Optimization exercise on an open flow, not production practice.
RTL: at most simulated, not proved equivalent.
Function not checked: run 1.
Power: default activity. The clock port is modelled as an ideal driver; clocking choices that lean on that would not hold on a real chip.

==> flow/design.v <==
module Hough(
	input wire			nReset,
	input wire			Clk,
	input wire 	[7:0]	PixelIn,
	input wire			FrameIn,
	input wire			LineIn,
	output reg	[7:0]	PixelOut,
	output reg			FrameOut,
	output reg			LineOut
);
	localparam N = 105;
	reg [6*N-1:0] line;
	always @(posedge Clk)
		line <= {line[6*N-7:0], PixelIn[7:2]};
	reg [5:0] Wm1;
	reg [7:0] ri;
	reg [7:0] Hm1;
	always @(posedge Clk or negedge nReset) begin
		if (!nReset)
			ri <= 8'd254;
		else if (FrameIn)
			ri <= 8'd0;
		else if (LineIn)
			ri <= ri + 8'd1;
	end
	always @(posedge Clk)
		if (FrameIn) Hm1 <= ri;
	wire [4:0] a = Wm1[5:1];
	wire       b = Wm1[0];
	wire [24:1] sel;
	wire [5:0]  M1, M2;
	genvar g, k;
	generate
		for (g = 1; g <= 24; g = g + 1) begin : dec
			assign sel[g] = (a == g);
		end
		for (k = 0; k < 6; k = k + 1) begin : tap
			wire [24:1] d1, d2;
			for (g = 1; g <= 24; g = g + 1) begin : pos
				assign d1[g] = line[6*(100-2*g) + k];
				assign d2[g] = line[6*(98-4*g) + k];
			end
			Select24 s1 (.d(d1), .s(sel), .y(M1[k]));
			Select24 s2 (.d(d2), .s(sel), .y(M2[k]));
		end
	endgenerate
	reg  [5:0] Q1, P1, P2, Q2a, Q2b, S1, S2;
	wire [5:0] X1 = b ? M1 : Q1;	 
	wire [5:0] X2 = b ? M2 : Q2b;	 
	always @(posedge Clk) begin
		Q1  <= M1;
		P1  <= X1;
		P2  <= P1;	 
		Q2a <= M2;
		Q2b <= Q2a;
		S1  <= X2;	 
		S2  <= S1;	 
	end
	wire [5:0] p0 = line[6*104 +: 6];	 
	wire [5:0] p2 = line[6*102 +: 6];	 
	wire [5:0] dv;
	reg  [5:0] ve;
	reg  [4:0] vd;
	always @(posedge Clk) begin
		ve <= dv;
		vd <= ve[5:1];
	end
	wire [7:0] sum;
	EdgeSum es (.p0(p0), .p2(p2), .X1(X1), .P2(P2), .X2(X2), .S2(S2),
		.ve(ve), .vd(vd), .dv(dv), .sum(sum));
	reg       run;
	reg [5:0] co;
	reg [7:0] ro;
	reg       Lc;		 
	reg       Lr;		 
	reg       q;
	wire [5:0] co1 = co + 6'd1;
	wire [7:0] ro1 = ro + 8'd1;
	wire       E = (co1 == Wm1);	 
	wire       F = (ro1 == Hm1);	 
	wire start = !run && (ro == 8'd104);
	always @(posedge Clk or negedge nReset) begin
		if (!nReset) begin
			run <= 1'b0;
			ro  <= 8'd0;
		end else if (!run) begin
			run <= start;
			ro  <= start ? 8'd0 : ro1;
		end else if (Lc)
			ro  <= Lr ? 8'd0 : ro1;
	end
	always @(posedge Clk) begin
		if (!run) begin
			co <= (LineIn || start) ? 6'd0 : co1;
			if (LineIn) Wm1 <= co;
			Lc <= 1'b0;
			Lr <= 1'b0;
		end else begin
			co <= Lc ? 6'd0 : co1;
			Lc <= !Lc && E;
			if (Lc) Lr <= !Lr && F;
		end
	end
	wire mask = Lc | E | Lr | F;
	always @(posedge Clk) begin
		q        <= (ro == {2'b0, co1});
		FrameOut <= (co == 6'd0) && (ro == 8'd0);
		LineOut  <= (co == 6'd0);
		PixelOut <= q ? 8'hFF : (mask ? 8'h00 : sum);
	end
endmodule
module Select24(
	input wire [24:1] d,
	input wire [24:1] s,
	output wire y
);
	wire [7:0] n;
	genvar g;
	generate
		for (g = 0; g < 8; g = g + 1) begin : grp
			AOI222 u (.d(d[3*g+3:3*g+1]), .s(s[3*g+3:3*g+1]), .y(n[g]));
		end
	endgenerate
	Nand8 o (.a(n), .y(y));
endmodule
module AOI222(input wire [2:0] d, input wire [2:0] s, output wire y);
	assign y = ~((d[0] & s[0]) | (d[1] & s[1]) | (d[2] & s[2]));
endmodule
module Nand8(input wire [7:0] a, output wire y);
	assign y = ~&a;
endmodule
module EdgeSum(
	input wire [5:0] p0, p2,	 
	input wire [5:0] X1, P2,	 
	input wire [5:0] X2, S2,	 
	input wire [5:0] ve,		 
	input wire [4:0] vd,		 
	output wire [5:0] dv,		 
	output wire [7:0] sum
);
	wire x0, s1, c2, x3, s4, c5, x6, s7, c8, x9, s10, c11, x12, s13, c14, x15, s16, c17, x18, x19, x20, x21, x22, x23, x24, s25, c26, x27, s28, c29, x30, s31, c32, x33, s34, c35, x36, s37, c38, x39, s40, c41, x42, x43, x44, x45, x46, x47, x48, s49, c50, x51, s52, c53, x54, s55, c56, x57, s58, c59, x60, s61, c62, x63, s64, c65, x66, x67, x68, x69, x70, x71, x72, s73, c74, x75, s76, c77, x78, s79, c80, x81, s82, c83, x84, s85, c86, x87, s88, c89, x90, x91, x92, x93, x94, x95, x96, s97, c98, s99, c100, s101, c102, s103, c104, s105, c106, x107, s108, c109, s110, c111, s112, c113, s114, c115, s116, c117, s118, c119, s120, c121, s122, c123, s124, c125, s126, c127, s128, c129, s130, c131, s132, c133, s134, c135, s136, c137, s138, c139, s140, c141, s142, c143, s144, c145, s146, c147, s148, c149, s150, c151, s152, c153, s154, c155, s156, c157, s158, c159, s160, c161, s162, c163, s164, c165;
	assign x0 = ~p2[0];
	HA ha1 (.a(p0[0]), .b(x0), .s(s1), .co(c2));
	assign x3 = ~p2[1];
	FA fa1 (.a(p0[1]), .b(x3), .c(c2), .s(s4), .co(c5));
	assign x6 = ~p2[2];
	FA fa2 (.a(p0[2]), .b(x6), .c(c5), .s(s7), .co(c8));
	assign x9 = ~p2[3];
	FA fa3 (.a(p0[3]), .b(x9), .c(c8), .s(s10), .co(c11));
	assign x12 = ~p2[4];
	FA fa4 (.a(p0[4]), .b(x12), .c(c11), .s(s13), .co(c14));
	assign x15 = ~p2[5];
	FA fa5 (.a(p0[5]), .b(x15), .c(c14), .s(s16), .co(c17));
	assign x18 = ~(s4 ^ c17);
	assign x19 = ~(s7 ^ c17);
	assign x20 = ~(s10 ^ c17);
	assign x21 = ~(s13 ^ c17);
	assign x22 = ~(s16 ^ c17);
	assign x23 = c17 & s1;
	assign x24 = ~X1[0];
	HA ha2 (.a(P2[0]), .b(x24), .s(s25), .co(c26));
	assign x27 = ~X1[1];
	FA fa6 (.a(P2[1]), .b(x27), .c(c26), .s(s28), .co(c29));
	assign x30 = ~X1[2];
	FA fa7 (.a(P2[2]), .b(x30), .c(c29), .s(s31), .co(c32));
	assign x33 = ~X1[3];
	FA fa8 (.a(P2[3]), .b(x33), .c(c32), .s(s34), .co(c35));
	assign x36 = ~X1[4];
	FA fa9 (.a(P2[4]), .b(x36), .c(c35), .s(s37), .co(c38));
	assign x39 = ~X1[5];
	FA fa10 (.a(P2[5]), .b(x39), .c(c38), .s(s40), .co(c41));
	assign x42 = ~(s25 ^ c41);
	assign x43 = ~(s28 ^ c41);
	assign x44 = ~(s31 ^ c41);
	assign x45 = ~(s34 ^ c41);
	assign x46 = ~(s37 ^ c41);
	assign x47 = ~(s40 ^ c41);
	assign x48 = ~X2[0];
	HA ha3 (.a(S2[0]), .b(x48), .s(s49), .co(c50));
	assign x51 = ~X2[1];
	FA fa11 (.a(S2[1]), .b(x51), .c(c50), .s(s52), .co(c53));
	assign x54 = ~X2[2];
	FA fa12 (.a(S2[2]), .b(x54), .c(c53), .s(s55), .co(c56));
	assign x57 = ~X2[3];
	FA fa13 (.a(S2[3]), .b(x57), .c(c56), .s(s58), .co(c59));
	assign x60 = ~X2[4];
	FA fa14 (.a(S2[4]), .b(x60), .c(c59), .s(s61), .co(c62));
	assign x63 = ~X2[5];
	FA fa15 (.a(S2[5]), .b(x63), .c(c62), .s(s64), .co(c65));
	assign x66 = ~(s52 ^ c65);
	assign x67 = ~(s55 ^ c65);
	assign x68 = ~(s58 ^ c65);
	assign x69 = ~(s61 ^ c65);
	assign x70 = ~(s64 ^ c65);
	assign x71 = c65 & s49;
	assign x72 = ~X2[0];
	HA ha4 (.a(p2[0]), .b(x72), .s(s73), .co(c74));
	assign x75 = ~X2[1];
	FA fa16 (.a(p2[1]), .b(x75), .c(c74), .s(s76), .co(c77));
	assign x78 = ~X2[2];
	FA fa17 (.a(p2[2]), .b(x78), .c(c77), .s(s79), .co(c80));
	assign x81 = ~X2[3];
	FA fa18 (.a(p2[3]), .b(x81), .c(c80), .s(s82), .co(c83));
	assign x84 = ~X2[4];
	FA fa19 (.a(p2[4]), .b(x84), .c(c83), .s(s85), .co(c86));
	assign x87 = ~X2[5];
	FA fa20 (.a(p2[5]), .b(x87), .c(c86), .s(s88), .co(c89));
	assign x90 = ~(s73 ^ c89);
	assign x91 = ~(s76 ^ c89);
	assign x92 = ~(s79 ^ c89);
	assign x93 = ~(s82 ^ c89);
	assign x94 = ~(s85 ^ c89);
	assign x95 = ~(s88 ^ c89);
	assign x96 = c89 & x90;
	HA ha5 (.a(c89), .b(x90), .s(s97), .co(c98));
	HA ha6 (.a(x91), .b(c98), .s(s99), .co(c100));
	HA ha7 (.a(x92), .b(c100), .s(s101), .co(c102));
	HA ha8 (.a(x93), .b(c102), .s(s103), .co(c104));
	HA ha9 (.a(x94), .b(c104), .s(s105), .co(c106));
	assign x107 = x95 ^ c106;
	FA fa21 (.a(vd[0]), .b(ve[0]), .c(x23), .s(s108), .co(c109));
	FA fa22 (.a(x18), .b(s108), .c(c41), .s(s110), .co(c111));
	FA fa23 (.a(x71), .b(x42), .c(x66), .s(s112), .co(c113));
	FA fa24 (.a(x91), .b(x96), .c(s110), .s(s114), .co(c115));
	HA ha10 (.a(s112), .b(s114), .s(s116), .co(c117));
	FA fa25 (.a(vd[1]), .b(ve[1]), .c(x19), .s(s118), .co(c119));
	FA fa26 (.a(c109), .b(s118), .c(x43), .s(s120), .co(c121));
	FA fa27 (.a(x67), .b(x92), .c(c111), .s(s122), .co(c123));
	FA fa28 (.a(c113), .b(s120), .c(c115), .s(s124), .co(c125));
	FA fa29 (.a(s122), .b(c117), .c(s124), .s(s126), .co(c127));
	FA fa30 (.a(vd[2]), .b(ve[2]), .c(x20), .s(s128), .co(c129));
	FA fa31 (.a(c119), .b(s128), .c(x44), .s(s130), .co(c131));
	FA fa32 (.a(x68), .b(x93), .c(c121), .s(s132), .co(c133));
	FA fa33 (.a(s130), .b(c123), .c(s132), .s(s134), .co(c135));
	FA fa34 (.a(c125), .b(s134), .c(c127), .s(s136), .co(c137));
	FA fa35 (.a(vd[3]), .b(ve[3]), .c(x21), .s(s138), .co(c139));
	FA fa36 (.a(c129), .b(s138), .c(x45), .s(s140), .co(c141));
	FA fa37 (.a(x69), .b(x94), .c(c131), .s(s142), .co(c143));
	FA fa38 (.a(s140), .b(c133), .c(s142), .s(s144), .co(c145));
	FA fa39 (.a(c135), .b(s144), .c(c137), .s(s146), .co(c147));
	FA fa40 (.a(vd[4]), .b(ve[4]), .c(x22), .s(s148), .co(c149));
	FA fa41 (.a(c139), .b(s148), .c(x46), .s(s150), .co(c151));
	FA fa42 (.a(x70), .b(x95), .c(c141), .s(s152), .co(c153));
	FA fa43 (.a(s150), .b(c143), .c(s152), .s(s154), .co(c155));
	FA fa44 (.a(c145), .b(s154), .c(c147), .s(s156), .co(c157));
	FA fa45 (.a(ve[5]), .b(c149), .c(x47), .s(s158), .co(c159));
	FA fa46 (.a(c151), .b(s158), .c(c153), .s(s160), .co(c161));
	FA fa47 (.a(c155), .b(s160), .c(c157), .s(s162), .co(c163));
	FA fa48 (.a(c159), .b(c161), .c(c163), .s(s164), .co(c165));
	assign dv = {x107, s105, s103, s101, s99, s97};
	assign sum = {c165, s164, s162, s156, s146, s136, s126, s116};
endmodule
module FA(input wire a, input wire b, input wire c, output wire s, output wire co);
	assign s = a ^ b ^ c;
	assign co = (a & b) | (a & c) | (b & c);
endmodule
module HA(input wire a, input wire b, output wire s, output wire co);
	assign s = a ^ b;
	assign co = a & b;
endmodule
==> flow/run.sh <==
#!/bin/bash
# synth_recipe.tcl (not shown) runs the flow's synth.tcl, then flattens the netlist and writes it again
# the make line also repeats each setting of config.mk as NAME=value (left out here)
make -C /OpenROAD-flow-scripts/flow DESIGN_CONFIG=/design/flow/config.mk WORK_HOME=/design/flow/orfs CLKGATE_MAP_FILE= SYNTH_SCRIPT=/design/flow/synth_recipe.tcl finish
==> flow/config.mk <==
export PLATFORM = sky130hd
export DESIGN_NAME = Hough
export DESIGN_NICKNAME = Hough
export VERILOG_FILES = /design/flow/design.v
export SDC_FILE = /design/flow/constraint.sdc
export NUM_CORES = 8
export LEC_CHECK = 0
export CAP_MARGIN = 20
export CORE_MARGIN = 2
export CORE_UTILIZATION = 30
export CTS_BUF_LIST = sky130_fd_sc_hd__clkbuf_16
export CTS_CLUSTER_DIAMETER = 100
export CTS_CLUSTER_SIZE = 30
export SLEW_MARGIN = 20
export SYNTH_HIERARCHICAL = 1
==> flow/constraint.sdc <==
create_clock -name core_clock -period 10.0 [get_ports {Clk}]
set_input_delay 2.0000 -clock core_clock [delete_from_list [all_inputs] [get_ports {Clk}]]
set_output_delay 2.0000 -clock core_clock [all_outputs]
set_load 0.01 [all_outputs]
==> impl_metrics.json, run 1 <==
{
  "rr_worst_depth": 24,
  "setup_viol": 0,
  "num_antenna_cells": 0,
  "num_rows": 92,
  "syn-num-nets": 1284,
  "globalRouteMet3Util_pct": 1.621,
  "cts_made_buffers": 28,
  "start_util_pct": 30.33,
  "rsz0062_at_grt": "false",
  "critPathMaxFanout": 8,
  "grt_max_degree": 32,
  "avgRoutedWirePerCell_um": 15.34,
  "final_common_cell": "dfxtp_1",
  "core-area_um2": 62970,
  "whs_ns": 0.3284,
  "crit_required_ns": 10.52,
  "die_area_um2": 65680,
  "max_freq_mhz": 110.2,
  "synth_top_area_share_pct": 73.60,
  "io_pins": 22,
  "p_int_mw": 3.691,
  "synth_edf_count": 14,
  "rrSetupSlack_ns": 0.93,
  "overflow": 0,
  "die_h_um": 256.3,
  "synth_cells": 1208,
  "worst_slew_pin_slew_ns": 0.8035,
  "muxShareOfSynthArea_pct": 0.8191,
  "timing.final.crit_period_ns": 9.074,
  "critPathLaunchType": "register",
  "yosysWarnings": 7,
  "grt_first_pass_wirelength_mm": 51.45,
  "ys_ff_latch": 733,
  "cts.sinks": 733,
  "cts_tree": "done",
  "cts.clk_slew.worst_paths_ns": 0.11,
  "critical_path_arrival_ns": 9.59,
  "busiest_layer": "met2",
  "wl_mm": 32.32,
  "htreeDepth": 1,
  "fin_setup_tns_ns": 0,
  "async_flop_share_pct": 2.319,
  "vias_per_cell": 4.256,
  "hold_depth": 0,
  "hp-class": "reg -> reg",
  "r2r_end": "PixelOut[6]$_SDFF_PP1_",
  "avgSynthCellArea_um2": 15.81,
  "gp_congestion": 0.8212,
  "final_util_pct": 33.59,
  "post-route-period-util_pct": 90.74,
  "p_comb_share_pct": 6.2,
  "worstSetupPathType": "reg -> reg",
  "netlist_area_um2": 19090,
  "area_delta_synth_final_pct": 10.76,
  "use_met1_pct": 13.98,
  "outcome": "timing/DRC/antenna clean",
  "r2r-start": "Wm1[3]$_DFFE_PP_",
  "drive_gt1_share_pct": 6.899,
  "placed_cell_area_um2": 20390,
  "fin_skew_ns": 0.02973,
  "globalRouteMet2Util_pct": 15.27,
  "critPathCaptureType": "register",
  "ir_drop_mv": 0.1518,
  "leakagePower_nw": 8.201,
  "synthAdderAreaFrac_pct": 6.081,
  "ys.flop_type": "dfxtp_1",
  "nets": 1333,
  "drt.antenna.violating_nets": 0,
  "cts_setup_buffers": 0,
  "grt_pass1_vias": 9161,
  "drtIter0Drc": 774,
  "synth_top_family_by_area": "compound AO/OA/AOI/OAI gates",
  "slew_headroom_pct": 46.26,
  "cts_resized": 0,
  "die_w_um": 256.3,
  "p_sw_share_pct": 21.34,
  "antenna_found_initial": 0,
  "whs_endpoint": "line[226]$_DFF_P_",
  "stdcell_area_um2": 21150,
  "worstSkewPairLatency_ns": 0.62,
  "yosys.area.top_type": "dfxtp_1",
  "p_clk_share_pct": 28.4,
  "place_hpwl_mm": 22.09,
  "synthTopCellsByArea": "dfxtp_1 (74%), a222oi_1 (5.0%), fa_1 (5.0%)",
  "cap_violations": 0,
  "mostFrequentLayoutCells": "dfxtp_1 (702), a222oi_1 (96), fa_1 (48)",
  "drt_first_pass_iters": 5,
  "power_density_nw_per_um2": 221.9,
  "yosys.area_share.simple_pct": 4.194,
  "switchingPower_mw": 1.001,
  "hold_viol": 0,
  "root_buffer": "clkbuf_16",
  "synth_xor_area_share_pct": 2.529,
  "grtUsageTotal_pct": 9.785,
  "yosysSeqAreaShare_pct": 78.07,
  "synth-compound-area-share_pct": 6.638,
  "seq_power_share_pct": 65.3,
  "num_vias": 8967,
  "synth_cell_types": 57,
  "drc_errors": 0,
  "port_buffers": 19,
  "holdBufCountCts": 0,
  "min-delay-start": "line[220]$_DFF_P_",
  "drv_slew": 0,
  "cts_max_path_buffers": 3
}
## cell type report
type	count	area (um^2)
sequential	733	14910
clock inverter	6	62.56
inverter	30	112.6
multi-input combinational	417	3869
timing repair buffer	47	437.9
fill	6102	41820
clock buffer	28	700.7
tap	846	1059
## synth_stat cells (all sizes together) (2+ instances only)
master / number
o211ai: 2
fa: 48
buf: 21
clkbuf: 7
o21a: 2
o22ai: 2
nor2: 43
xor2: 9
mux2: 13
xnor3: 2
xnor2: 41
or3: 3
nand4: 27
inv: 29
a22o: 3
o2bb2ai: 2
nor2b: 4
or3b: 2
nand3b: 4
and3: 5
a222oi: 96
o31ai: 8
ha: 16
nor3: 5
nor4: 4
nor3b: 3
nand3: 3
edfxtp: 14
o21ai: 9
nand2b: 4
dfstp: 7
and2: 5
dfrtp: 10
or2: 13
a21oi: 6
nand2: 22
dfxtp: 702
## critical path, cell delays in order, from the launching register on
cell and delay (ns):
edfxtp_1 0.55, or3b_2 0.58, nor2_1 0.58, a222oi_1 0.25, nand4_1 0.18, or2_1 0.18
mux2_2 0.18, inv_1 0.04, ha_1 0.18, fa_1 0.38, fa_1 0.41, fa_1 0.41
fa_1 0.39, fa_1 0.59, fa_1 0.53, fa_1 0.42, fa_1 0.46, fa_1 0.39
fa_1 0.39, fa_1 0.39, fa_1 0.38, fa_1 0.39, fa_1 0.50, nand2_1 0.05
o31ai_1 0.21
## cell families (layout without fill, tap and decap cells)
group	Yosys count	after routing
flops	733	733
compound gates	137	137
mux	14	14
buf+inv	58	111
simple gates	150	150
fa+ha+maj	64	64
xor+xnor	52	52
## modules after synthesis (local to each module, per instance), a selection
module   cells  flops+latches
AOI222       1              0
HA           1              0
Hough      956            733
EdgeSum     62              0
FA           1              0
Nand8        3              0
## power by group through the flow
stage | clock (mW) | combinational (mW) | sequential [mW]
CTS | 1.39 | 0.302 | 3.07
global route | 1.49 | 0.336 | 3.08
detailed placement | 0 | 0.301 | 3.13
floorplan | 0 | 0.270 | 3.13
global placement | 0 | 0.296 | 3.13
finish | 1.33 | 0.293 | 3.07
## through the flow
stage | worst slack, ns | power, mW | cells
detailed placement | 1.007 | 3.435 | 2073
global placement | 1.122 | 3.427 | 2073
floorplan | 1.923 | 3.399 | 1208
finish | 0.9257 | 4.692 | 2107
CTS | 0.9775 | 4.755 | 2107
global route | 0.5532 | 4.904 | 2107
## how the worst max path moves through the flow
stage                                start                      to  slack (ns)  depth (start not counted)
after floorplan           Wm1[3]$_DFFE_PP_  PixelOut[6]$_SDFF_PP1_        1.92                         26
after global placement    Wm1[3]$_DFFE_PP_  PixelOut[6]$_SDFF_PP1_        1.12                         24
after detailed placement  Wm1[3]$_DFFE_PP_  PixelOut[6]$_SDFF_PP1_        1.01                         24
after CTS                 Wm1[3]$_DFFE_PP_  PixelOut[6]$_SDFF_PP1_        0.98                         24
after global routing      Wm1[5]$_DFFE_PP_  PixelOut[6]$_SDFF_PP1_        0.55                         24
final                     Wm1[3]$_DFFE_PP_  PixelOut[6]$_SDFF_PP1_        0.93                         24
## flip-flops by register name (all words and copies together), names as in the netlist, 8 cells and up
register,flops
Hm1,8
PixelOut,8
line,630
ri,8
ro,8
## per-layer routing
metal / part of all wire, % / routed length, um
met1: 48 / 15580
met2: 45 / 14530
met3: 4.4 / 1434
met4: 2.4 / 764
met5: 0 / 0
==> run 2: changes to the inputs <==
--- a/flow/design.v
+++ b/flow/design.v
@@ -13,18 +13,17 @@
 	always @(posedge Clk)
 		line <= {line[6*N-7:0], PixelIn[7:2]};
 	reg [5:0] Wm1;
-	reg [7:0] ri;
 	reg [7:0] Hm1;
+	reg       Hdone;
 	always @(posedge Clk or negedge nReset) begin
-		if (!nReset)
-			ri <= 8'd254;
-		else if (FrameIn)
-			ri <= 8'd0;
-		else if (LineIn)
-			ri <= ri + 8'd1;
-	end
-	always @(posedge Clk)
-		if (FrameIn) Hm1 <= ri;
+		if (!nReset) begin
+			Hm1   <= 8'd0;
+			Hdone <= 1'b0;
+		end else if (FrameIn) begin
+			if (Hm1 != 8'd0) Hdone <= 1'b1;
+		end else if (LineIn && !Hdone)
+			Hm1 <= Hm1 + 8'd1;
+	end
 	wire [4:0] a = Wm1[5:1];
 	wire       b = Wm1[0];
 	wire [24:1] sel;
==> run 2 against run 1 <==
  * Flip-flop and latch count down 7
  * Worst hold slack got worse by 0.0084 ns
  * Count of clock-buffer cells in the layout did not move
  * Still clean
  * Via count shrank 2.7%
  * Utilization rose by 0.090 points
  * Critical path depth rose by 1
  * Die area fell by 1.3%
  * Total power down 0.67%
  * Critical endpoint unchanged
  * Synthesized area fell by 1.3%
==> impl_metrics.json, run 2 <==
{
  "final_common_cell": "dfxtp_1",
  "num_rows": 91,
  "rrSetupSlack_ns": 1.14,
  "cts_made_buffers": 28,
  "area_delta_synth_final_pct": 10.66,
  "io_pins": 22,
  "drive_gt1_share_pct": 6.592,
  "rsz0062_at_grt": "false",
  "async_flop_share_pct": 2.479,
  "die_w_um": 254.7,
  "synth_edf_count": 6,
  "grt_first_pass_wirelength_mm": 48.91,
  "fin_skew_ns": 0.02682,
  "ys_ff_latch": 726,
  "avgSynthCellArea_um2": 15.80,
  "avgRoutedWirePerCell_um": 14.86,
  "wl_mm": 30.93,
  "cts_tree": "done",
  "largest_reg_flops": 630,
  "grtUsageTotal_pct": 9.576,
  "cts.sinks": 726,
  "grt_pass1_vias": 8694,
  "htreeDepth": 1,
  "post-route-period-util_pct": 88.56,
  "worstSkewPairLatency_ns": 0.62,
  "synthAdderAreaFrac_pct": 6.226,
  "critPathCaptureType": "register",
  "synth_top_family_by_area": "compound AO/OA/AOI/OAI gates",
  "num_antenna_cells": 0,
  "regMostFlops": "line",
  "cap_violations": 0,
  "nets": 1317,
  "mostFrequentLayoutCells": "dfxtp_1 (702), a222oi_1 (96), xnor2_1 (48), fa_1 (48), nor2_1 (37)",
  "crit_required_ns": 10.51,
  "syn-num-nets": 1270,
  "die_area_um2": 64860,
  "cts_max_path_buffers": 3,
  "num_vias": 8723,
  "synth_cells": 1193,
  "muxShareOfSynthArea_pct": 0.7699,
  "worstSetupPathType": "reg -> reg",
  "yosys.area.top_type": "dfxtp_1",
  "hold_viol": 0,
  "synthTopCellsByArea": "dfxtp_1 (75%), a222oi_1 (5.1%), fa_1 (5.1%)",
  "outcome": "timing/DRC/antenna clean",
  "core-area_um2": 61940,
  "fin_setup_tns_ns": 0,
  "timing.final.crit_period_ns": 8.856,
  "holdBufCountCts": 0,
  "setup_viol": 0,
  "vias_per_cell": 4.192,
  "critPathMaxFanout": 8,
  "critical_path_arrival_ns": 9.37,
  "post-place-ws_ns": 1.145,
  "netlist_area_um2": 18850,
  "cts_setup_buffers": 0,
  "max_freq_mhz": 112.9,
  "yosysSeqAreaShare_pct": 77.90,
  "drtIter0Drc": 801,
  "drc_errors": 0,
  "ir_drop_mv": 0.1334,
  "worst_slew_pin_slew_ns": 0.9886,
  "port_buffers": 19,
  "place_hpwl_mm": 21.18,
  "yosysMostFrequentCell": "dfxtp_1",
  "leakagePower_nw": 8.105,
  "synth_top_area_share_pct": 74.55,
  "start_util_pct": 30.43,
  "synthTopCellsByCount": "dfxtp_1 (702), a222oi_1 (96), fa_1 (48), xnor2_1 (48), nor2_1 (37)",
  "synth-compound-area-share_pct": 6.306,
  "slew_headroom_pct": 33.92,
  "drv_slew": 0,
  "power_density_nw_per_um2": 223.4,
  "synth_xor_area_share_pct": 2.887,
  "synth_cell_types": 49,
  "overflow": 0,
  "antenna_found_initial": 1,
  "hp-class": "reg -> reg",
  "root_buffer": "clkbuf_16",
  "yosysWarnings": 7,
  "yosys.area_share.simple_pct": 4.301,
  "cts.clk_slew.worst_paths_ns": 0.11,
  "critPathLaunchType": "register",
  "grt_max_degree": 32,
  "drt_first_pass_iters": 9,
  "fin_ws_ns": 1.144,
  "cts_resized": 0,
  "die_h_um": 254.7,
  "drt.antenna.violating_nets": 0,
  "gp_congestion": 0.8011,
  "ys.flop_type": "dfxtp_1"
}
run 2: cell types whose count changed in the layout (fill, tap and decap cells not counted), sizes merged, moves of 3 or more:
cell    change
a21o        +3
dfrtp       +8
dfstp       -7
edfxtp      -8
nand3       +6
nor2        -6
nor4b       +3
xnor2       +7
run 2: cell families (layout without fill, tap and decap cells):
kind of cell | Yosys count | count (layout)
XOR/XNOR | 59 | 59
AND/OR/NAND/NOR | 148 | 148
flip-flops | 726 | 726
adder cells (fa/ha/maj) | 65 | 65
buffers and inverters | 56 | 107
AO/OA/AOI/OAI | 126 | 126
multiplexers | 13 | 13
run 2: layout make-up:
cell class	instances	area [um^2]
Fill cell	5996	41080
Timing Repair Buffer	46	392.9
Clock buffer	28	700.7
Multi-Input combinational cell	411	3862
Clock inverter	6	71.32
Sequential cell	726	14680
Inverter	27	101.3
Tap cell	837	1047
run 2: through the flow:
step	std cells	power, mW	hold WS (ns)	utilization [%]	instance area (um^2)
after floorplan	1193	3.367	0.3096	-	18850
after global placement	2047	3.395	0.3097	32.43	20090
after detailed placement	2047	3.399	0.3121	32.43	20090
after CTS	2081	4.721	0.3269	33.68	20860
after global routing	2081	4.879	0.3337	33.68	20860
final	2081	4.661	0.3200	33.68	20860
run 2: routing by layer:
layer	up-vias	GRT usage [%]	part of all wire, %
li1	4227	-	-
met1	4281	13.74	49
met2	173	15.08	44
met3	42	1.551	4.6
met4	0	2.306	2.0
met5	-	0	0
run 2: report_power, final:
part / internal (mW) / switching (mW) / total [mW]
clock: 0.517 / 0.818 / 1.34
combinational: 0.146 / 0.146 / 0.292
sequential: 3.00 / 0.0365 / 3.03
run 2: path summary, 6_finish.rpt:
check	start	end	cells after the start
max	Wm1[3]$_DFFE_PP_	PixelOut[6]$_SDFF_PP1_	25
min	line[452]$_DFF_P_	line[458]$_DFF_P_	0
max reg2reg	Wm1[3]$_DFFE_PP_	PixelOut[6]$_SDFF_PP1_	25
min reg2reg	line[452]$_DFF_P_	line[458]$_DFF_P_	0
max in group asynchronous	nReset	ro[1]$_DFFE_PN0P_	1
min in group asynchronous	nReset	Hm1[3]$_DFFE_PN0P_	1
run 2: Yosys stat by module, one instance, submodules excluded, a selection:
module / cells / cell area (um^2) / flops+latches / times used
HA: 1 / 12.51 / 0 / 10
Hough: 941 / 16140 / 726 / 1
AOI222: 1 / 10.01 / 0 / 96
FA: 1 / 20.02 / 0 / 48
EdgeSum: 62 / 434.2 / 0 / 1
Nand8: 3 / 18.77 / 0 / 12
run 2: critical path, cell delays in order, from the launching register on:
cell and delay (ns):
edfxtp_1 0.55, or3b_2 0.56, nor2_1 0.38, buf_4 0.27, a222oi_1 0.12, nand4_1 0.11
or2_1 0.15, mux2_2 0.17, inv_1 0.04, ha_1 0.18, fa_1 0.38, fa_1 0.39
fa_1 0.40, fa_1 0.39, fa_1 0.60, fa_1 0.52, fa_1 0.39, fa_1 0.46
fa_1 0.39, fa_1 0.39, fa_1 0.39, fa_1 0.39, fa_1 0.39, fa_1 0.50
nand2_1 0.05, o31ai_1 0.20
==> run 3: changes to the inputs <==
==> flow/flow/run.sh (new file) <==
#!/bin/bash
# Own layout flow: the standard flow (standard.sh) with a clock tree
# built without dummy loads and small port buffers

set -euo pipefail
export CTS_ARGS="-sink_clustering_enable -repair_clock_nets -dont_use_dummy_load -sink_clustering_size 30 -sink_clustering_max_diameter 100 -buf_list sky130_fd_sc_hd__clkbuf_16"
export BUFFER_PORTS_ARGS="-buffer_cell sky130_fd_sc_hd__buf_1"
bash standard.sh > standard.log 2>&1
==> flow/standard.sh (new file) <==
#!/bin/bash
# synth_recipe.tcl (not shown) runs the flow's synth.tcl, then flattens the netlist and writes it again
# the make line also repeats each setting of config.mk as NAME=value (left out here)
make -C /OpenROAD-flow-scripts/flow DESIGN_CONFIG=/design/flow/config.mk WORK_HOME=/design/flow/orfs CLKGATE_MAP_FILE= SYNTH_SCRIPT=/design/flow/synth_recipe.tcl "${@:-finish}"
removed: flow/run.sh
==> run 3 against run 2 <==
  * Fmax down 0.99%
  * Largest cell class unchanged
  * Setup slack worse by 0.089 ns
  * Clock power is 4% lower
  * Combinational power decreased by 6%
  * Utilization down 0.32 points
  * Sequential power about the same
  * Non-clock buffer count decreased by 1
  * Total power decreased by 1.3%
  * Worst hold slack lost 0.031 ns
  * Global-route usage about the same
  * Routed wire length rose by 1.0%
==> impl_metrics.json, run 3 <==
{
  "io_pins": 22,
  "setup_viol": 0,
  "grt_max_degree": 31,
  "core-area_um2": 61940,
  "hold_viol": 0,
  "mostFrequentLayoutCells": "dfxtp_1 (702), a222oi_1 (96), xnor2_1 (48), fa_1 (48), nor2_1 (37)",
  "critical_path_arrival_ns": 9.44,
  "use_met1_pct": 13.64,
  "power_density_nw_per_um2": 222.7,
  "cts_setup_buffers": 0,
  "cap_violations": 0,
  "holdBufCountCts": 0,
  "port_buffers": 19,
  "die_h_um": 254.7,
  "busiest_layer": "met2",
  "rsz0062_at_grt": "false",
  "worstSetupPathType": "reg -> reg",
  "largest_reg_flops": 630,
  "rrSetupSlack_ns": 1.06,
  "fin_skew_ns": 0.05672,
  "synth_edf_count": 6,
  "avgSynthCellArea_um2": 15.80,
  "ys_ff_latch": 726,
  "globalRouteMet3Util_pct": 1.837,
  "gp_congestion": 0.8010,
  "leakagePower_nw": 8.015,
  "cts.clk_slew.worst_paths_ns": 0.11,
  "area_delta_synth_final_pct": 9.618,
  "final_common_cell": "dfxtp_1",
  "yosys.area.top_type": "dfxtp_1",
  "synth_cells": 1193,
  "die_area_um2": 64860,
  "drtIter0Drc": 772,
  "hp-class": "reg -> reg",
  "max_freq_mhz": 111.8,
  "synth_cell_types": 49,
  "htreeDepth": 1,
  "drive_gt1_share_pct": 6.306,
  "antenna_found_initial": 1,
  "cts_tree": "done",
  "place_hpwl_mm": 21.68,
  "fin_setup_tns_ns": 0,
  "cts_max_path_buffers": 3,
  "worst_slew_pin_slew_ns": 0.9424,
  "grt_first_pass_wirelength_mm": 49.05,
  "avgRoutedWirePerCell_um": 15.06,
  "num_vias": 8773,
  "globalRouteMet2Util_pct": 15.03,
  "synthTopCellsByArea": "dfxtp_1 (75%), a222oi_1 (5.1%), fa_1 (5.1%)",
  "fin_ws_ns": 1.055,
  "ir_drop_mv": 0.1367,
  "cts_made_buffers": 28,
  "syn-num-nets": 1270,
  "ys.flop_type": "dfxtp_1",
  "cts_resized": 0,
  "start_util_pct": 30.43,
  "netlist_area_um2": 18850,
  "drv_slew": 0,
  "slew_headroom_pct": 37.01,
  "num_antenna_cells": 0,
  "drt_first_pass_iters": 7,
  "critPathMaxFanout": 8,
  "outcome": "timing/DRC/antenna clean",
  "yosysSeqAreaShare_pct": 77.90,
  "grtUsageTotal_pct": 9.623,
  "wl_mm": 31.24,
  "yosysMostFrequentCell": "dfxtp_1",
  "synthTopCellsByCount": "dfxtp_1 (702), a222oi_1 (96), fa_1 (48), xnor2_1 (48), nor2_1 (37)",
  "whs_ns": 0.2890,
  "cts.sinks": 726,
  "worstSkewPairLatency_ns": 0.60,
  "grt_pass1_vias": 8870,
  "timing.final.crit_period_ns": 8.945,
  "drc_errors": 0,
  "vias_per_cell": 4.230,
  "regMostFlops": "line",
  "synth_top_area_share_pct": 74.55,
  "drt.antenna.violating_nets": 0,
  "num_rows": 91,
  "critPathLaunchType": "register",
  "overflow": 0,
  "nets": 1316,
  "root_buffer": "clkbuf_16",
  "die_w_um": 254.7,
  "crit_required_ns": 10.49,
  "yosysWarnings": 7,
  "async_flop_share_pct": 2.479,
  "critPathCaptureType": "register",
  "post-route-period-util_pct": 89.45,
  "post-place-ws_ns": 1.075
}
## run 3: final timing paths
path                                   start                      to  depth (start not counted)
max                         Wm1[3]$_DFFE_PP_  PixelOut[6]$_SDFF_PP1_                         25
min                        line[245]$_DFF_P_       line[251]$_DFF_P_                          0
max reg2reg                 Wm1[3]$_DFFE_PP_  PixelOut[6]$_SDFF_PP1_                         25
min reg2reg                line[245]$_DFF_P_       line[251]$_DFF_P_                          0
max in group asynchronous             nReset      Hm1[2]$_DFFE_PN0P_                          1
min in group asynchronous             nReset      Hm1[3]$_DFFE_PN0P_                          1
## run 3: cell type report
class | count | area [um^2]
Multi-Input combinational cell | 411 | 3862
Inverter | 27 | 101.3
Sequential cell | 726 | 14680
Clock buffer | 28 | 700.7
Tap cell | 837 | 1047
Fill cell | 6009 | 41280
Timing Repair Buffer | 45 | 267.8
## run 3: routing by layer
metal,part of all wire [%],vias to the layer above
li1,-,4214
met1,49,4347
met2,44,164
met3,4.7,48
met4,2.2,0
met5,0,-
## run 3: where the power goes
part           total (mW)  switching, mW  internal, mW
Clock                1.29          0.790         0.504
Combinational       0.274          0.147         0.126
Sequential           3.03         0.0368          3.00
## run 3: kinds of logic after synthesis
logic type	Yosys count	synth area share, %
multiplexers	13	0.7699
XOR/XNOR	59	2.887
adder cells (fa/ha/maj)	65	6.226
AND/OR/NAND/NOR	148	4.301
flip-flops	726	77.90
AO/OA/AOI/OAI	126	6.306
buffers and inverters	56	1.613
## run 3: stage by stage
stage / utilization (%) / power, mW / cells / instance area (um^2)
final: 33.36 / 4.601 / 2074 / 20660
after global routing: 33.36 / 4.813 / 2074 / 20660
after CTS: 33.36 / 4.661 / 2074 / 20660
after detailed placement: 32.23 / 3.383 / 2046 / 19960
after global placement: 32.23 / 3.373 / 2046 / 19960
after floorplan: - / 3.367 / 1193 / 18850
## run 3: critical path, cell delays in order (launching register included)
cell and delay (ns):
edfxtp_1 0.54, or3b_2 0.56, nor2_1 0.49, buf_4 0.28, a222oi_1 0.12, nand4_1 0.16, or2_1 0.19, mux2_2 0.18
inv_1 0.07, ha_1 0.19, fa_1 0.38, fa_1 0.42, fa_1 0.40, fa_1 0.42, fa_1 0.53, and2_1 0.22
fa_1 0.49, fa_1 0.51, fa_1 0.39, fa_1 0.39, fa_1 0.39, fa_1 0.40, fa_1 0.40, fa_1 0.50
nand2_1 0.05, o31ai_1 0.18
## run 3: Yosys stat by module, one instance, submodules excluded, excerpt
module	cells inside	copies in the design	area, um^2
HA	1	10	12.51
AOI222	1	96	10.01
FA	1	48	20.02
Nand8	3	12	18.77
Hough	941	1	16140
EdgeSum	62	1	434.2
==> run 4: changes to the inputs <==
==> flow/flow/run.sh (replaced) <==
#!/bin/bash
# Own layout flow: the standard flow (standard.sh) with a clock tree
# built without dummy loads, small port buffers, and timing-driven
# placement that does not keep its trial buffering.

set -euo pipefail
export CTS_ARGS="-sink_clustering_enable -repair_clock_nets -dont_use_dummy_load -sink_clustering_size 30 -sink_clustering_max_diameter 100 -buf_list sky130_fd_sc_hd__clkbuf_16"
export GPL_KEEP_OVERFLOW=0
export BUFFER_PORTS_ARGS="-buffer_cell sky130_fd_sc_hd__buf_1"
bash standard.sh > standard.log 2>&1
--- a/flow/config.mk
+++ b/flow/config.mk
@@ -7,7 +7,7 @@
 export LEC_CHECK = 0
 export CAP_MARGIN = 20
 export CORE_MARGIN = 2
-export CORE_UTILIZATION = 30
+export CORE_UTILIZATION = 45
 export CTS_BUF_LIST = sky130_fd_sc_hd__clkbuf_16
 export CTS_CLUSTER_DIAMETER = 100
 export CTS_CLUSTER_SIZE = 30
==> run 4 against run 3 <==
  * Clock power about the same
  * Sequential power is essentially flat
  * Flip-flop and latch count unchanged
  * Critical path type unchanged
  * Register-to-register slack lost 0.47 ns
  * Cell area down 2.5%
==> impl_metrics.json, run 4 <==
{
  "cts_setup_buffers": 0,
  "cts_made_buffers": 28,
  "avgSynthCellArea_um2": 15.80,
  "outcome": "timing/DRC/antenna clean",
  "hold_viol": 0,
  "ys.flop_type": "dfxtp_1",
  "root_buffer": "clkbuf_16",
  "cts.sinks": 726,
  "fin_skew_ns": 0.07057,
  "cap_violations": 0,
  "holdBufCountCts": 0,
  "io_pins": 22,
  "hp-class": "reg -> reg",
  "drt_first_pass_iters": 6,
  "grtUsageTotal_pct": 14.09,
  "busiest_layer": "met2",
  "crit_required_ns": 10.47,
  "final_common_cell": "dfxtp_1",
  "mostFrequentLayoutCells": "dfxtp_1 (702), a222oi_1 (96), xnor2_1 (48), fa_1 (48), clkbuf_16 (28)",
  "max_freq_mhz": 106.2,
  "post-route-period-util_pct": 94.12,
  "drv_slew": 0,
  "grt_first_pass_wirelength_mm": 48.29,
  "num_rows": 74,
  "nets": 1294,
  "critPathMaxFanout": 12,
  "globalRouteMet2Util_pct": 22.26,
  "final_cells": 1747,
  "num_vias": 8563,
  "synth_edf_count": 6,
  "synth_cells": 1193,
  "wl_mm": 30.34,
  "yosysWarnings": 7,
  "antenna_found_initial": 0,
  "worstSkewPairLatency_ns": 0.61,
  "leakagePower_nw": 7.895,
  "drc_errors": 0,
  "critPathLaunchType": "register",
  "avgRoutedWirePerCell_um": 17.37,
  "place_hpwl_mm": 20.40,
  "die_area_um2": 43540,
  "die_w_um": 208.7,
  "vias_per_cell": 4.902,
  "synthTopCellsByCount": "dfxtp_1 (702), a222oi_1 (96), fa_1 (48), xnor2_1 (48), nor2_1 (37)",
  "yosys.area.top_type": "dfxtp_1",
  "yosysMostFrequentCell": "dfxtp_1",
  "yosysSeqAreaShare_pct": 77.90,
  "timing.final.crit_period_ns": 9.412,
  "cts.clk_slew.worst_paths_ns": 0.11,
  "critical_path_arrival_ns": 9.88,
  "netlist_area_um2": 18850,
  "rsz0062_at_grt": "false",
  "synth_top_area_share_pct": 74.55,
  "slew_headroom_pct": 17.91,
  "htreeDepth": 1,
  "overflow": 0,
  "cts_resized": 0,
  "start_util_pct": 45.85,
  "setup_viol": 0,
  "synthTopCellsByArea": "dfxtp_1 (75%), a222oi_1 (5.1%), fa_1 (5.1%)",
  "globalRouteMet3Util_pct": 2.615,
  "worst_slew_pin_slew_ns": 1.227,
  "area_delta_synth_final_pct": 6.916,
  "worstSetupPathType": "reg -> reg",
  "die_h_um": 208.7,
  "core-area_um2": 41110,
  "drive_gt1_share_pct": 5.597,
  "fin_setup_tns_ns": 0,
  "port_buffers": 19,
  "syn-num-nets": 1270,
  "cts_tree": "done",
  "grt_pass1_vias": 8546,
  "num_antenna_cells": 0,
  "drt.antenna.violating_nets": 0,
  "ir_drop_mv": 0.1258,
  "largest_reg_flops": 630,
  "grt_max_degree": 31,
  "power_density_nw_per_um2": 227.5,
  "regMostFlops": "line",
  "ys_ff_latch": 726,
  "drtIter0Drc": 824,
  "critPathCaptureType": "register",
  "use_met1_pct": 20.15,
  "gp_congestion": 0.8402,
  "synth_cell_types": 49,
  "placed_cells": 1717,
  "async_flop_share_pct": 2.479,
  "cts_max_path_buffers": 3
}
[run 4: per-stage QoR]
step	cell area, um^2	setup WS [ns]	util, %	power (mW)	hold WS [ns]
floorplan	18850	1.884	-	3.367	0.3096
global placement	19380	0.6512	47.15	3.371	0.3098
detailed placement	19430	0.6190	47.26	3.379	0.3121
CTS	20130	0.5681	48.97	4.644	0.2808
global route	20150	0.2474	49.03	4.799	0.3048
finish	20150	0.5875	49.03	4.585	0.2867
[run 4: critical path: stages, from the launching register on]
cell	delay, ns
edfxtp_1	0.54
or3b_2	0.57
nor2_1	0.94
a222oi_1	0.26
nand4_1	0.21
or2_1	0.17
mux2_2	0.17
inv_1	0.04
ha_1	0.18
fa_1	0.38
fa_1	0.39
fa_1	0.40
fa_1	0.39
fa_1	0.60
fa_1	0.52
fa_1	0.40
fa_1	0.45
fa_1	0.38
fa_1	0.39
fa_1	0.39
fa_1	0.39
fa_1	0.38
fa_1	0.50
nand2_1	0.05
o31ai_1	0.19
[run 4: final cells by class]
cell class / count / area, um^2
Clock buffer: 28 / 700.7
Timing Repair Buffer: 23 / 110.1
Multi-Input combinational cell: 411 / 3892
Inverter: 27 / 101.3
Fill cell: 3507 / 20960
Tap cell: 532 / 665.6
Sequential cell: 726 / 14680
[run 4: per-layer routing]
metal / vias up / part of all wire (%)
li1: 4160 / -
met1: 4221 / 49
met2: 141 / 44
met3: 41 / 4.4
met4: 0 / 2.1
met5: - / 0
[run 4: per-module statistics from Yosys, one instance, submodules excluded, excerpt]
module	cells	flip-flops and latches
Hough	941	726
EdgeSum	62	0
FA	1	0
Nand8	3	0
HA	1	0
AOI222	1	0
[run 4: final timing paths]
| check | startpoint | to | cells past startpoint | slack, ns |
|---|---|---|---|---|
| worst max-delay path | Wm1[3]$_DFFE_PP_ | PixelOut[6]$_SDFF_PP1_ | 24 | 0.59 |
| worst min-delay path | line[487]$_DFF_P_ | line[493]$_DFF_P_ | 0 | 0.29 |
| worst max register to register | Wm1[3]$_DFFE_PP_ | PixelOut[6]$_SDFF_PP1_ | 24 | 0.59 |
| worst min register to register | line[487]$_DFF_P_ | line[493]$_DFF_P_ | 0 | 0.29 |
| max in group asynchronous | nReset | Hm1[3]$_DFFE_PN0P_ | 1 | 8.29 |
| min in group asynchronous | nReset | ro[6]$_DFFE_PN0P_ | 1 | 1.37 |
[run 4: logic make-up (layout without fill, tap and decap cells)]
kind of cell / Yosys count / in the layout / synth area share, %
adders and majority gates: 65 / 65 / 6.226
buffers and inverters: 56 / 78 / 1.613
muxes: 13 / 13 / 0.7699
AOI/OAI and AO/OA: 126 / 126 / 6.306
DFF: 726 / 726 / 77.90
xor gates and xnor gates: 59 / 59 / 2.887
and+or+nand+nor: 148 / 148 / 4.301
[run 4: power breakdown]
group | switching [mW] | internal (mW)
Combinational | 0.147 | 0.123
Clock | 0.779 | 0.503
Sequential | 0.0363 | 3.00
==> run 5: changes to the inputs <==
--- a/flow/config.mk
+++ b/flow/config.mk
@@ -7,9 +7,10 @@
 export LEC_CHECK = 0
 export CAP_MARGIN = 20
 export CORE_MARGIN = 2
-export CORE_UTILIZATION = 45
+export CORE_UTILIZATION = 30
 export CTS_BUF_LIST = sky130_fd_sc_hd__clkbuf_16
 export CTS_CLUSTER_DIAMETER = 100
 export CTS_CLUSTER_SIZE = 30
+export PLACE_DENSITY = 0.75
 export SLEW_MARGIN = 20
 export SYNTH_HIERARCHICAL = 1
==> run 5 against run 4 <==
  * Still clean
  * Count of clock-buffer cells in the layout is the same
  * Flip-flop and latch count is the same
  * Cell count grew 17%
  * Routed wire length grew 1.7%
  * First-iteration DRC count grew 8.0%
  * Setup slack gained 0.44 ns
  * Cell area grew 1.9%
  * Utilization shrank 16 points
  * Sequential power is essentially flat
  * Non-clock buffer count is the same
  * Clock power is essentially flat
  * Critical path depth grew 1
  * Critical path type unchanged
  * Largest cell class unchanged
==> impl_metrics.json, run 5 <==
{
  "worstSkewPairLatency_ns": 0.59,
  "synthTopCellsByCount": "dfxtp_1 (702), a222oi_1 (96), fa_1 (48), xnor2_1 (48), nor2_1 (37)",
  "antenna_found_initial": 0,
  "largest_reg_flops": 630,
  "cts.clk_slew.worst_paths_ns": 0.11,
  "min-delay-start": "line[31]$_DFF_P_",
  "die_h_um": 254.7,
  "wl_mm": 30.86,
  "drt_first_pass_iters": 6,
  "cts_resized": 0,
  "slew_headroom_pct": 24.14,
  "rrSetupSlack_ns": 1.03,
  "p_sw_share_pct": 21.07,
  "synth_edf_count": 6,
  "cts_setup_buffers": 0,
  "p_clk_share_pct": 28.0,
  "fill_cells": 5934,
  "grtUsageTotal_pct": 9.468,
  "yosysMostFrequentCell": "dfxtp_1",
  "avgRoutedWirePerCell_um": 15.04,
  "regMostFlops": "line",
  "critPathCaptureType": "register",
  "ys.flop_type": "dfxtp_1",
  "htreeDepth": 1,
  "drive_gt1_share_pct": 5.679,
  "critical_path_arrival_ns": 9.46,
  "cts.sinks": 726,
  "ir_drop_mv": 0.1414,
  "yosys.area.top_type": "dfxtp_1",
  "post-route-period-util_pct": 89.69,
  "cts_max_path_buffers": 3,
  "leakagePower_nw": 7.894,
  "grt_max_degree": 31,
  "cts_made_buffers": 28,
  "hold_depth": 0,
  "gp_congestion": 0.7892,
  "drc_errors": 0,
  "core-area_um2": 61940,
  "final_cells": 2052,
  "overflow": 0,
  "port_buffers": 19,
  "hp-class": "reg -> reg",
  "r2r_end": "PixelOut[6]$_SDFF_PP1_",
  "num_vias": 8770,
  "cts_tree": "done",
  "drtIter0Drc": 890,
  "drt.antenna.violating_nets": 0,
  "synth_cell_types": 49,
  "grt_pass1_vias": 8761,
  "grt_first_pass_wirelength_mm": 48.58,
  "die_w_um": 254.7,
  "synth_top_area_share_pct": 74.55,
  "die_area_um2": 64860,
  "post-place-ws_ns": 0.6732,
  "fin_ws_ns": 1.031,
  "start_util_pct": 30.43,
  "num_antenna_cells": 0,
  "holdBufCountCts": 0,
  "placed_cells": 2022,
  "drv_slew": 0,
  "max_freq_mhz": 111.5,
  "syn-num-nets": 1270,
  "area_delta_synth_final_pct": 8.934,
  "root_buffer": "clkbuf_16",
  "worst_slew_pin_slew_ns": 1.134,
  "yosysSeqAreaShare_pct": 77.90,
  "timing.final.crit_period_ns": 8.969,
  "whs_ns": 0.2988,
  "power_density_nw_per_um2": 223.6,
  "worstSetupPathType": "reg -> reg",
  "yosysWarnings": 7,
  "cap_violations": 0,
  "avgSynthCellArea_um2": 15.80,
  "synth_cells": 1193,
  "fin_setup_tns_ns": 0,
  "p_comb_share_pct": 5.9,
  "rr_worst_depth": 25,
  "critPathMaxFanout": 8,
  "hold_viol": 0,
  "netlist_area_um2": 18850,
  "fin_skew_ns": 0.04233,
  "final_common_cell": "dfxtp_1",
  "seq_power_share_pct": 66.0,
  "switchingPower_mw": 0.9678,
  "setup_viol": 0,
  "mostFrequentLayoutCells": "dfxtp_1 (702), a222oi_1 (96), xnor2_1 (48), fa_1 (48), clkbuf_16 (28)",
  "p_int_mw": 3.624,
  "io_pins": 22,
  "crit_required_ns": 10.49,
  "outcome": "timing/DRC/antenna clean",
  "async_flop_share_pct": 2.479,
  "critPathLaunchType": "register",
  "synthTopCellsByArea": "dfxtp_1 (75%), a222oi_1 (5.1%), fa_1 (5.1%)",
  "ys_ff_latch": 726,
  "vias_per_cell": 4.274,
  "nets": 1294,
  "r2r-start": "Wm1[3]$_DFFE_PP_",
  "num_rows": 91,
  "rsz0062_at_grt": "false",
  "place_hpwl_mm": 20.51,
  "whs_endpoint": "line[37]$_DFF_P_"
}
run 5: cell type report:
class / count / area (um^2) / area share, %
well taps: 837 / 1047 / 5.100
flip-flops and latches: 726 / 14680 / 71.51
multi-input cells: 411 / 3895 / 18.97
clock buffers: 28 / 700.7 / 3.412
repair buffers: 23 / 106.4 / 0.5179
inverters: 27 / 101.3 / 0.4935
run 5: metal layers:
| metal | GRT usage [%] | vias to the layer above | routed length [um] |
|---|---|---|---|
| li1 | - | 4171 | - |
| met1 | 13.04 | 4296 | 14190 |
| met2 | 15.37 | 257 | 14000 |
| met3 | 1.817 | 46 | 2081 |
| met4 | 2.239 | 0 | 586 |
| met5 | 0 | - | 0 |
run 5: power groups by stage:
| stage | logic (mW) | clock network, mW | registers [mW] |
|---|---|---|---|
| floorplan | 0.272 | 0 | 3.10 |
| global placement | 0.270 | 0 | 3.10 |
| detailed placement | 0.275 | 0 | 3.10 |
| CTS | 0.276 | 1.32 | 3.04 |
| global route | 0.313 | 1.42 | 3.05 |
| finish | 0.272 | 1.29 | 3.03 |
run 5: worst max-delay path: stages (launching register included):
cell and delay (ns):
edfxtp_1 0.55, or3b_2 0.59, nor2_1 0.54, buf_6 0.23, a222oi_1 0.13, nand4_1 0.15, or2_1 0.13, mux2_2 0.16
inv_1 0.04, ha_1 0.18, fa_1 0.38, fa_1 0.40, fa_1 0.39, fa_1 0.39, fa_1 0.59, fa_1 0.51
fa_1 0.39, fa_1 0.45, fa_1 0.39, fa_1 0.39, fa_1 0.39, fa_1 0.39, fa_1 0.39, fa_1 0.49
nand2_1 0.05, o31ai_1 0.20
run 5: per-module statistics from Yosys (local to each module, per instance), a selection:
module	cells inside	cell area, um^2
AOI222	1	10.01
EdgeSum	62	434.2
FA	1	20.02
HA	1	12.51
Hough	941	16140
Nand8	3	18.77
run 5: per-stage QoR:
stage	cell area [um^2]	utilization, %	power [mW]
after floorplan	18850	-	3.367
after global placement	19770	31.91	3.366
after detailed placement	19800	31.97	3.376
after CTS	20500	33.10	4.635
after global routing	20530	33.15	4.783
final	20530	33.15	4.592
run 5: how the worst max path moves through the flow:
stage,cells after the start,to,from
final,25,PixelOut[6]$_SDFF_PP1_,Wm1[3]$_DFFE_PP_
after global routing,25,PixelOut[6]$_SDFF_PP1_,Wm1[3]$_DFFE_PP_
after CTS,24,PixelOut[6]$_SDFF_PP1_,Wm1[3]$_DFFE_PP_
after detailed placement,24,PixelOut[6]$_SDFF_PP1_,Wm1[3]$_DFFE_PP_
after global placement,24,PixelOut[6]$_SDFF_PP1_,Wm1[1]$_DFFE_PP_
after floorplan,27,PixelOut[6]$_SDFF_PP1_,Wm1[4]$_DFFE_PP_
run 5: kinds of logic after synthesis:
family,share of synthesized area (%)
AO/OA/AOI/OAI,6.306
XOR/XNOR,2.887
adder cells (fa/ha/maj),6.226
buffers and inverters,1.613
flip-flops,77.90
multiplexers,0.7699
AND/OR/NAND/NOR,4.301
==> run 6: changes to the inputs <==
--- a/flow/config.mk
+++ b/flow/config.mk
@@ -11,6 +11,5 @@
 export CTS_BUF_LIST = sky130_fd_sc_hd__clkbuf_16
 export CTS_CLUSTER_DIAMETER = 100
 export CTS_CLUSTER_SIZE = 30
-export PLACE_DENSITY = 0.75
 export SLEW_MARGIN = 20
 export SYNTH_HIERARCHICAL = 1
==> run 6 against run 5 <==
  * Count of clock-buffer cells in the layout unchanged
  * Non-clock buffer count decreased by 3
  * Setup slack got worse by 0.22 ns
  * Synthesized cell count unchanged
  * Utilization about the same
  * Sequential power about the same
  * Via count decreased by 0.91%
  * Routed wire length increased by 3.3%
  * Critical endpoint unchanged
  * Largest cell class unchanged
==> impl_metrics.json, run 6 <==
{
  "outcome": "timing/DRC/antenna clean",
  "core-area_um2": 61940,
  "critPathCaptureType": "register",
  "htreeDepth": 1,
  "num_vias": 8690,
  "final_util_pct": 33.14,
  "async_flop_share_pct": 2.479,
  "drt_first_pass_iters": 7,
  "grt_pass1_vias": 8693,
  "min-delay-start": "line[620]$_DFF_P_",
  "place_hpwl_mm": 20.92,
  "critPathMaxFanout": 12,
  "port_buffers": 19,
  "worstSetupPathType": "reg -> reg",
  "yosysMostFrequentCell": "dfxtp_1",
  "rsz0062_at_grt": "false",
  "timing.final.crit_period_ns": 9.189,
  "fin_skew_ns": 0.03775,
  "fin_setup_tns_ns": 0,
  "yosys.area.top_type": "dfxtp_1",
  "num_antenna_cells": 0,
  "synth_cell_types": 49,
  "largest_reg_flops": 630,
  "whs_endpoint": "line[626]$_DFF_P_",
  "worst_slew_pin_slew_ns": 0.9922,
  "critPathLaunchType": "register",
  "hold_depth": 0,
  "cts_setup_buffers": 0,
  "ys_ff_latch": 726,
  "die_w_um": 254.7,
  "synth_edf_count": 6,
  "nets": 1291,
  "worstSkewPairLatency_ns": 0.60,
  "hp-class": "reg -> reg",
  "rrSetupSlack_ns": 0.81,
  "avgSynthCellArea_um2": 15.80,
  "fill_cells": 6074,
  "drtIter0Drc": 838,
  "final_common_cell": "dfxtp_1",
  "grt_first_pass_wirelength_mm": 49.91,
  "die_h_um": 254.7,
  "ys.flop_type": "dfxtp_1",
  "cts_resized": 0,
  "vias_per_cell": 4.241,
  "area_delta_synth_final_pct": 8.908,
  "cts.sinks": 726,
  "rr_worst_depth": 24,
  "r2r-start": "Wm1[3]$_DFFE_PP_",
  "yosysWarnings": 7,
  "antenna_found_initial": 0,
  "power_density_nw_per_um2": 224.1,
  "setup_viol": 0,
  "drive_gt1_share_pct": 6.023,
  "grtUsageTotal_pct": 9.804,
  "gp_congestion": 0.7708,
  "max_freq_mhz": 108.8,
  "overflow": 0,
  "hold_viol": 0,
  "mostFrequentLayoutCells": "dfxtp_1 (702), a222oi_1 (96), xnor2_1 (48), fa_1 (48), clkbuf_16 (28)",
  "die_area_um2": 64860,
  "start_util_pct": 30.43,
  "netlist_area_um2": 18850,
  "avgRoutedWirePerCell_um": 15.56,
  "slew_headroom_pct": 33.68,
  "cts_made_buffers": 28,
  "num_rows": 91,
  "holdBufCountCts": 0,
  "root_buffer": "clkbuf_16",
  "critical_path_arrival_ns": 9.67,
  "drc_errors": 0,
  "cts_max_path_buffers": 3,
  "grt_max_degree": 31,
  "post-route-period-util_pct": 91.89,
  "synthTopCellsByCount": "dfxtp_1 (702), a222oi_1 (96), fa_1 (48), xnor2_1 (48), nor2_1 (37)",
  "io_pins": 22,
  "crit_required_ns": 10.49,
  "cap_violations": 0,
  "drt.antenna.violating_nets": 0,
  "wl_mm": 31.89,
  "synth_top_area_share_pct": 74.55,
  "yosysSeqAreaShare_pct": 77.90,
  "ir_drop_mv": 0.1374,
  "synth_cells": 1193,
  "synthTopCellsByArea": "dfxtp_1 (75%), a222oi_1 (5.1%), fa_1 (5.1%)",
  "regMostFlops": "line",
  "cts_tree": "done",
  "leakagePower_nw": 7.877,
  "syn-num-nets": 1270,
  "r2r_end": "PixelOut[6]$_SDFF_PP1_",
  "drv_slew": 0,
  "cts.clk_slew.worst_paths_ns": 0.11
}
[run 6: cell types whose count changed in the layout (fill, tap and decap cells not counted)]
cell and change:
nor2_1 -7, nor2_2 +7, buf_4 -3
[run 6: routing by layer]
layer / GRT usage [%] / up-vias / part of all wire (%)
met3: 1.674 / 38 / 5.4
met5: 0 / - / 0
li1: - / 4157 / -
met1: 14.30 / 4324 / 49
met2: 15.27 / 171 / 44
met4: 2.022 / 0 / 1.6
[run 6: Yosys stat by module, one instance, submodules excluded, excerpt]
module	area (um^2)	cells inside
AOI222	10.01	1
Hough	16140	941
HA	12.51	1
Nand8	18.77	3
EdgeSum	434.2	62
FA	20.02	1
[run 6: worst max-delay path by stage]
stage	slack, ns	end	cells after the start	startpoint
floorplan	1.88	PixelOut[6]$_SDFF_PP1_	27	Wm1[4]$_DFFE_PP_
global placement	0.50	PixelOut[6]$_SDFF_PP1_	24	Wm1[3]$_DFFE_PP_
detailed placement	0.85	PixelOut[6]$_SDFF_PP1_	24	Wm1[3]$_DFFE_PP_
CTS	0.81	PixelOut[6]$_SDFF_PP1_	24	Wm1[3]$_DFFE_PP_
global route	0.49	PixelOut[6]$_SDFF_PP1_	24	Wm1[3]$_DFFE_PP_
finish	0.81	PixelOut[6]$_SDFF_PP1_	24	Wm1[3]$_DFFE_PP_
[run 6: logic make-up after synthesis]
| group | count (synthesis) | synth area share (%) |
|---|---|---|
| compound gates | 126 | 6.306 |
| xor+xnor | 59 | 2.887 |
| fa+ha+maj | 65 | 6.226 |
| buf+inv | 56 | 1.613 |
| flops | 726 | 77.90 |
| mux | 13 | 0.7699 |
| simple gates | 148 | 4.301 |
[run 6: final cells by class]
cell class	instances	area [um^2]	share of cell area (%)
Tap cell	837	1047	5.101
Sequential cell	726	14680	71.53
Timing Repair Buffer	20	83.83	0.4083
Inverter	27	101.3	0.4937
Multi-Input combinational cell	411	3913	19.06
Clock buffer	28	700.7	3.413
[run 6: through the flow]
step / area [um^2] / power, mW / instances / setup slack, ns / hold slack [ns]
after floorplan: 18850 / 3.367 / 1193 / 1.884 / 0.3096
after global placement: 19770 / 3.369 / 2020 / 0.5031 / 0.3097
after detailed placement: 19830 / 3.377 / 2021 / 0.8478 / 0.3121
after CTS: 20530 / 4.652 / 2049 / 0.8129 / 0.3080
after global routing: 20530 / 4.807 / 2049 / 0.4874 / 0.3077
final: 20530 / 4.601 / 2049 / 0.8111 / 0.3004
[run 6: critical path: stages (launching register included)]
cell and delay [ns]:
edfxtp_1 0.54, or3b_2 0.58, nor2_2 0.69, a222oi_1 0.32
nand4_1 0.20, or2_1 0.15, mux2_2 0.16, inv_1 0.04
ha_1 0.18, fa_1 0.38, fa_1 0.40, fa_1 0.40
fa_1 0.40, fa_1 0.58, fa_1 0.51, fa_1 0.39
fa_1 0.45, fa_1 0.39, fa_1 0.39, fa_1 0.39
fa_1 0.39, fa_1 0.39, fa_1 0.50, nand2_1 0.05
o31ai_1 0.21
[run 6: where the power goes]
part	total, mW	leakage, nW	internal (mW)	switching [mW]
Sequential	3.03	6.06	3.00	0.0357
Combinational	0.271	1.47	0.122	0.149
Clock	1.30	0.345	0.504	0.793
Total	4.60	7.88	3.62	0.978
==> run 7: changes to the inputs <==
==> flow/flow/run.sh (replaced) <==
#!/bin/bash
# Own layout flow: the standard flow (standard.sh) with a clock tree
# built without dummy loads, small port buffers, and timing-driven
# placement that does not keep its trial buffering.

set -euo pipefail
export CTS_ARGS="-sink_clustering_enable -repair_clock_nets -dont_use_dummy_load -sink_clustering_size 34 -sink_clustering_max_diameter 100 -buf_list sky130_fd_sc_hd__clkbuf_16"
export GPL_KEEP_OVERFLOW=0
export BUFFER_PORTS_ARGS="-buffer_cell sky130_fd_sc_hd__buf_1"
bash standard.sh > standard.log 2>&1
==> run 7 against run 6 <==
  * Largest cell class unchanged
  * Synthesized area unchanged
  * Flip-flop and latch count unchanged
  * Highest routed layer unchanged
  * Sequential power barely moved
==> impl_metrics.json, run 7 <==
{
  "critPathLaunchType": "register",
  "avgRoutedWirePerCell_um": 15.52,
  "fin_skew_ns": 0.08693,
  "fin_setup_tns_ns": 0,
  "regMostFlops": "line",
  "syn-num-nets": 1270,
  "synthTopCellsByCount": "dfxtp_1 (702), a222oi_1 (96), fa_1 (48), xnor2_1 (48), nor2_1 (37)",
  "yosysSeqAreaShare_pct": 77.90,
  "min-delay-start": "line[193]$_DFF_P_",
  "vias_per_cell": 4.253,
  "htreeDepth": 1,
  "rsz0062_at_grt": "false",
  "grt_pass1_vias": 8662,
  "drtIter0Drc": 761,
  "area_delta_synth_final_pct": 8.642,
  "cap_violations": 0,
  "synth_cells": 1193,
  "fill_cells": 6080,
  "yosysWarnings": 7,
  "post-route-period-util_pct": 92.21,
  "rrSetupSlack_ns": 0.78,
  "leakagePower_nw": 7.852,
  "hp-class": "reg -> reg",
  "num_antenna_cells": 0,
  "worstSkewPairLatency_ns": 0.61,
  "yosys.area.top_type": "dfxtp_1",
  "crit_required_ns": 10.45,
  "drive_gt1_share_pct": 5.868,
  "synth_cell_types": 49,
  "cts_made_buffers": 26,
  "drc_errors": 0,
  "drv_slew": 0,
  "worst_slew_pin_slew_ns": 0.9880,
  "ys.flop_type": "dfxtp_1",
  "synthTopCellsByArea": "dfxtp_1 (75%), a222oi_1 (5.1%), fa_1 (5.1%)",
  "holdBufCountCts": 0,
  "rr_worst_depth": 24,
  "max_freq_mhz": 108.4,
  "wl_mm": 31.76,
  "hold_depth": 0,
  "outcome": "timing/DRC/antenna clean",
  "grt_first_pass_wirelength_mm": 49.82,
  "power_density_nw_per_um2": 222.6,
  "nets": 1289,
  "critPathMaxFanout": 12,
  "num_rows": 91,
  "die_area_um2": 64860,
  "largest_reg_flops": 630,
  "critPathCaptureType": "register",
  "hold_viol": 0,
  "root_buffer": "clkbuf_16",
  "worstSetupPathType": "reg -> reg",
  "timing.final.crit_period_ns": 9.221,
  "die_w_um": 254.7,
  "place_hpwl_mm": 20.92,
  "ys_ff_latch": 726,
  "cts_tree": "done",
  "cts.sinks": 726,
  "async_flop_share_pct": 2.479,
  "p_total_mw": 4.558,
  "ir_drop_mv": 0.1174,
  "cts_max_path_buffers": 3,
  "overflow": 0,
  "r2r_end": "PixelOut[6]$_SDFF_PP1_",
  "mostFrequentLayoutCells": "dfxtp_1 (702), a222oi_1 (96), xnor2_1 (48), fa_1 (48), inv_1 (27)",
  "core-area_um2": 61940,
  "die_h_um": 254.7,
  "num_vias": 8706,
  "final_common_cell": "dfxtp_1",
  "setup_viol": 0,
  "gp_congestion": 0.7708
}
## run 7: cell counts after synthesis
No cell type changed its count.
## run 7: final cells by class
cell class | count | share of cell area (%)
Tap cell | 837 | 5.114
Sequential cell | 726 | 71.70
Clock buffer | 26 | 3.177
Multi-Input combinational cell | 411 | 19.10
Timing Repair Buffer | 20 | 0.4093
Inverter | 27 | 0.4949
## run 7: cells by family (layout without fill, tap and decap cells)
group                      after synthesis  in the layout  synth area share [%]
and+or+nand+nor                        148            148                 4.301
DFF                                    726            726                 77.90
xor gates and xnor gates                59             59                 2.887
adders and majority gates               65             65                 6.226
muxes                                   13             13                0.7699
buffers and inverters                   56             73                 1.613
AOI/OAI and AO/OA                      126            126                 6.306
## run 7: layer usage
layer / GRT usage [%] / part of all wire (%) / up-vias
li1: - / - / 4147
met1: 14.22 / 50 / 4357
met2: 15.26 / 44 / 167
met3: 1.572 / 4.5 / 35
met4: 2.222 / 1.8 / 0
met5: 0 / 0 / -
## run 7: worst max path at each step
stage / start / end / slack (ns) / cells after the start
5_1_grt: Wm1[3]$_DFFE_PP_ / PixelOut[6]$_SDFF_PP1_ / 0.44 / 24
2_1_floorplan: Wm1[4]$_DFFE_PP_ / PixelOut[6]$_SDFF_PP1_ / 1.88 / 27
6_report: Wm1[3]$_DFFE_PP_ / PixelOut[6]$_SDFF_PP1_ / 0.78 / 24
3_5_place_dp: Wm1[3]$_DFFE_PP_ / PixelOut[6]$_SDFF_PP1_ / 0.85 / 24
4_1_cts: Wm1[3]$_DFFE_PP_ / PixelOut[6]$_SDFF_PP1_ / 0.78 / 24
3_3_place_gp: Wm1[3]$_DFFE_PP_ / PixelOut[6]$_SDFF_PP1_ / 0.50 / 24
## run 7: through the flow
stage	cell area [um^2]	instances	utilization (%)	setup WS, ns	hold WS, ns
finish	20480	2047	33.06	0.7786	0.2956
global route	20480	2047	33.06	0.4422	0.2869
CTS	20480	2047	33.06	0.7769	0.2848
detailed placement	19830	2021	32.01	0.8478	0.3121
global placement	19770	2020	31.91	0.5031	0.3097
floorplan	18850	1193	-	1.884	0.3096
## run 7: report_power, final
group	switching (mW)	internal [mW]
combinational	0.149	0.122
clock	0.784	0.470
sequential	0.0354	3.00
total	0.968	3.59
## run 7: Yosys stat by module, one instance, submodules excluded, a selection
module | flops+latches | times used | cells | area [um^2]
AOI222 | 0 | 96 | 1 | 10.01
EdgeSum | 0 | 1 | 62 | 434.2
FA | 0 | 48 | 1 | 20.02
HA | 0 | 10 | 1 | 12.51
Hough | 726 | 1 | 941 | 16140
Nand8 | 0 | 12 | 3 | 18.77
## run 7: critical path, cell delays in order (launching register included)
cell	delay (ns)
edfxtp_1	0.54
or3b_2	0.59
nor2_2	0.70
a222oi_1	0.33
nand4_1	0.20
or2_1	0.14
mux2_2	0.16
inv_1	0.04
ha_1	0.18
fa_1	0.38
fa_1	0.41
fa_1	0.40
fa_1	0.40
fa_1	0.59
fa_1	0.51
fa_1	0.39
fa_1	0.45
fa_1	0.39
fa_1	0.39
fa_1	0.39
fa_1	0.39
fa_1	0.39
fa_1	0.50
nand2_1	0.05
o31ai_1	0.20
